Background: an optimization exercise with open tools, aiming at small area, a short achievable clock period and few clock cycles. Do not read the settings as production practice. Power figures rest on the tool's default switching activity, not on a simulated workload.

==> module knn_distance_cal, before the edit <==
module knn_distance_cal (
    input             clk,
    input             rst_n,
    input      [63:0] train_data,
    input             train_label,
    input             sample_valid,
    input      [63:0] test_data,
    output     [7:0]  distance_o,
    output            label_o,
    output            valid_o
    );
    function [7:0] absdiff(input [7:0] a, input [7:0] b);
        reg [7:0] p, g, G, P;
        reg       c;
        integer i;
        begin
            p = ~(a ^ b);
            g = a & ~b;
            G[0] = g[0];
            P[0] = p[0];
            for (i = 1; i < 8; i = i + 1) begin
                G[i] = g[i] | (p[i] & G[i-1]);
                P[i] = p[i] & P[i-1];
            end
            c = G[7];
            absdiff[0] = ~p[0];
            for (i = 1; i < 8; i = i + 1)
                absdiff[i] = p[i] ^ ~c ^ (G[i-1] | (c & P[i-1]));
        end
    endfunction
    reg  [63:0] diff_q;
    reg         label_q;
    reg         valid_q;
    reg  [63:0] diff_d;
    integer f;
    always @(*)
        for (f = 0; f < 8; f = f + 1)
            diff_d[f*8 +: 8] = absdiff(train_data[f*8 +: 8], test_data[f*8 +: 8]);
    always @(posedge clk) begin
        diff_q  <= diff_d;
        label_q <= train_label;
        if (!rst_n) valid_q <= 1'b0;
        else        valid_q <= sample_valid;
    end
    function gt8(input [7:0] a, input [7:0] b);
        integer j; reg r;
        begin
            r = 1'b0;
            for (j = 0; j < 8; j = j + 1)
                r = (a[j] & ~b[j]) | (~(a[j] ^ b[j]) & r);
            gt8 = r;
        end
    endfunction
    function [7:0] max2(input [7:0] a, input [7:0] b);
        max2 = (a > b) ? a : b;
    endfunction
    wire [7:0] m0  = max2(diff_q[ 7: 0], diff_q[15: 8]);
    wire [7:0] m1  = max2(diff_q[23:16], diff_q[31:24]);
    wire [7:0] m2  = max2(diff_q[39:32], diff_q[47:40]);
    wire [7:0] m3  = max2(diff_q[55:48], diff_q[63:56]);
    wire [7:0] m01 = max2(m0, m1);
    wire [7:0] m23 = max2(m2, m3);
    wire [7:0] cheb = max2(m01, m23);
    reg [7:0] cheb_q;
    reg       label_q2;
    reg       valid_q2;
    always @(posedge clk) begin
        cheb_q   <= cheb;
        label_q2 <= label_q;
        if (!rst_n) valid_q2 <= 1'b0;
        else        valid_q2 <= valid_q;
    end
    assign distance_o = cheb_q;
    assign label_o    = label_q2;
    assign valid_o    = valid_q2;
endmodule
==> module knn_distance_comporator, before the edit <==
module knn_distance_comporator #(
    parameter K = 5
    )
    (
    input             clk,
    input             rst_n,
    input      [7:0]  distance_i,
    input             label_i,
    input             valid_i,         
    input             clear_i,         
    input             show_i,          
    output reg        valid_o,
    output reg        label_o
    );
    reg [8*K-1:0] ndist;               
    reg [K-1:0]   lab;
    reg [8*K-1:0] ndist_d;
    reg [K-1:0]   lab_d;
    reg [K-1:0]   lt;                  
    reg [K-1:0]   take_prev, take_new, keep;
    reg [3:0]     sum;
    wire          clr = ~rst_n | clear_i;
    function lt8(input [7:0] a, input [7:0] b);
        integer j; reg r;
        begin
            r = 1'b0;
            for (j = 0; j < 8; j = j + 1)
                r = (~a[j] & b[j]) | (~(a[j] ^ b[j]) & r);
            lt8 = r;
        end
    endfunction
    function [7:0] top_dist(input integer i);
        top_dist = ~ndist[8*i +: 8];
    endfunction
    integer i;
    always @(*) begin
        for (i = 0; i < K; i = i + 1)
            lt[i] = valid_i & (distance_i < top_dist(i));
        for (i = 0; i < K; i = i + 1) begin
            take_prev[i] = ~clr & (i > 0 ? lt[i > 0 ? i-1 : 0] : 1'b0);
            take_new[i]  = ~clr & lt[i] & (i > 0 ? ~lt[i > 0 ? i-1 : 0] : 1'b1);
            keep[i]      = ~clr & ~lt[i];
        end
        for (i = 0; i < K; i = i + 1) begin
            ndist_d[8*i +: 8] = ({8{take_prev[i]}} & (i > 0 ? ndist[8*(i > 0 ? i-1 : 0) +: 8] : 8'h00))
                              | ({8{take_new[i]}}  & ~distance_i)
                              | ({8{keep[i]}}      & ndist[8*i +: 8]);
            lab_d[i] = (take_prev[i] & (i > 0 ? lab[i > 0 ? i-1 : 0] : 1'b0))
                     | (take_new[i]  & label_i)
                     | (keep[i]      & lab[i]);
        end
        sum = 4'd0;
        for (i = 0; i < K; i = i + 1)
            sum = sum + lab_d[i];
    end
    always @(posedge clk) begin
        ndist <= ndist_d;
        lab   <= lab_d;
        if (!rst_n) begin
            valid_o <= 1'b0;
            label_o <= 1'b0;
        end else begin
            valid_o <= show_i;
            label_o <= show_i & (sum > (K/2));
        end
    end
endmodule
Settings: LEC_CHECK=0, CAP_MARGIN=20, CORE_MARGIN=2, CORE_UTILIZATION=40, SLEW_MARGIN=20; clock period 21.0 ns.
standard.sh (not shown) runs the stock make flow with config.mk's settings and CLKGATE_MAP_FILE= SYNTH_SCRIPT=/design/flow/synth_recipe.tcl, a recipe that flattens the netlist after the stock synthesis.
==> flow/flow/run.sh <==
#!/bin/bash
# Standard ORFS layout, with two changes to how it is made (the SDC, the clock
# period and the standard synthesis are the standard flow's, unchanged):
#  - port buffers are sky130_fd_sc_hd__buf_1 instead of the delay buffer that
#    buffer_ports picks by default;
#  - timing repair aims for extra setup slack (SETUP_SLACK_MARGIN), so that the
#    achieved period, not just the 21 ns clock, is what repair works on.
set -euo pipefail
bash standard.sh synth > synth.log 2>&1
bash standard.sh SETUP_SLACK_MARGIN=16 TNS_END_PERCENT=100 \
    BUFFER_PORTS_ARGS="-buffer_cell sky130_fd_sc_hd__buf_1"  finish > layout.log 2>&1
Change:
--- a/flow/design.v
+++ b/flow/design.v
@@ -45,18 +45,18 @@
     end
     function gt8(input [7:0] a, input [7:0] b);
         integer j; reg r;
         begin
             r = 1'b0;
             for (j = 0; j < 8; j = j + 1)
-                r = (a[j] & ~b[j]) | (~(a[j] ^ b[j]) & r);
+                r = (a[j] & ~b[j]) | ((a[j] | ~b[j]) & r);
             gt8 = r;
         end
     endfunction
     function [7:0] max2(input [7:0] a, input [7:0] b);
-        max2 = (a > b) ? a : b;
+        max2 = gt8(a, b) ? a : b;
     endfunction
     wire [7:0] m0  = max2(diff_q[ 7: 0], diff_q[15: 8]);
     wire [7:0] m1  = max2(diff_q[23:16], diff_q[31:24]);
     wire [7:0] m2  = max2(diff_q[39:32], diff_q[47:40]);
     wire [7:0] m3  = max2(diff_q[55:48], diff_q[63:56]);
     wire [7:0] m01 = max2(m0, m1);
@@ -100,23 +100,23 @@
     wire          clr = ~rst_n | clear_i;
     function lt8(input [7:0] a, input [7:0] b);
         integer j; reg r;
         begin
             r = 1'b0;
             for (j = 0; j < 8; j = j + 1)
-                r = (~a[j] & b[j]) | (~(a[j] ^ b[j]) & r);
+                r = (~a[j] & b[j]) | ((~a[j] | b[j]) & r);
             lt8 = r;
         end
     endfunction
     function [7:0] top_dist(input integer i);
         top_dist = ~ndist[8*i +: 8];
     endfunction
     integer i;
     always @(*) begin
         for (i = 0; i < K; i = i + 1)
-            lt[i] = valid_i & (distance_i < top_dist(i));
+            lt[i] = valid_i & lt8(distance_i, top_dist(i));
         for (i = 0; i < K; i = i + 1) begin
             take_prev[i] = ~clr & (i > 0 ? lt[i > 0 ? i-1 : 0] : 1'b0);
             take_new[i]  = ~clr & lt[i] & (i > 0 ? ~lt[i > 0 ? i-1 : 0] : 1'b1);
             keep[i]      = ~clr & ~lt[i];
         end
         for (i = 0; i < K; i = i + 1) begin
What happened: Sequential power fell by about 3%. Wire length went down by 2.0%. Worst setup slack gets better by 0.13 ns. Cell area fell by 11%. Clock power increases by about 1%. Non-clock buffer count grows by 37. Core utilization falls by 0.26 points. Total power goes down by 18%. Via count fell by 2.6%.
Function was not checked in any run of this note: the RTL went through the layout flow alone.

what the ideal ports hide:
In the flow no input, the clock included, has a driving cell. The finished layouts below were timed again as built, in two steps. Step 1 sets driving cells, clkbuf_16 on the clock port and buf_2 on the other inputs (assumed; they add their load-dependent delay and slew). Step 2 also shifts input and output timing later by t, the mid clock arrival at the registers, as if the neighbouring blocks saw the same clock. Three values: ideal, step 1, step 2; two values: the first two.
run	t (ns)	setup WS [ns]	clock arrival spread, ns	worst register clock-pin slew, ns
the first run	0.448	14.818 / 14.817 / 14.370	0.011 / 0.011	0.06 / 0.06
the second run	0.461	14.952 / 14.946 / 14.485	0.008 / 0.008	0.06 / 0.06
After both steps every run listed still meets setup and hold. For the second run, which loses most, drivers alone change the setup slack by -0.006 ns; drivers and shift together by -0.467 ns.
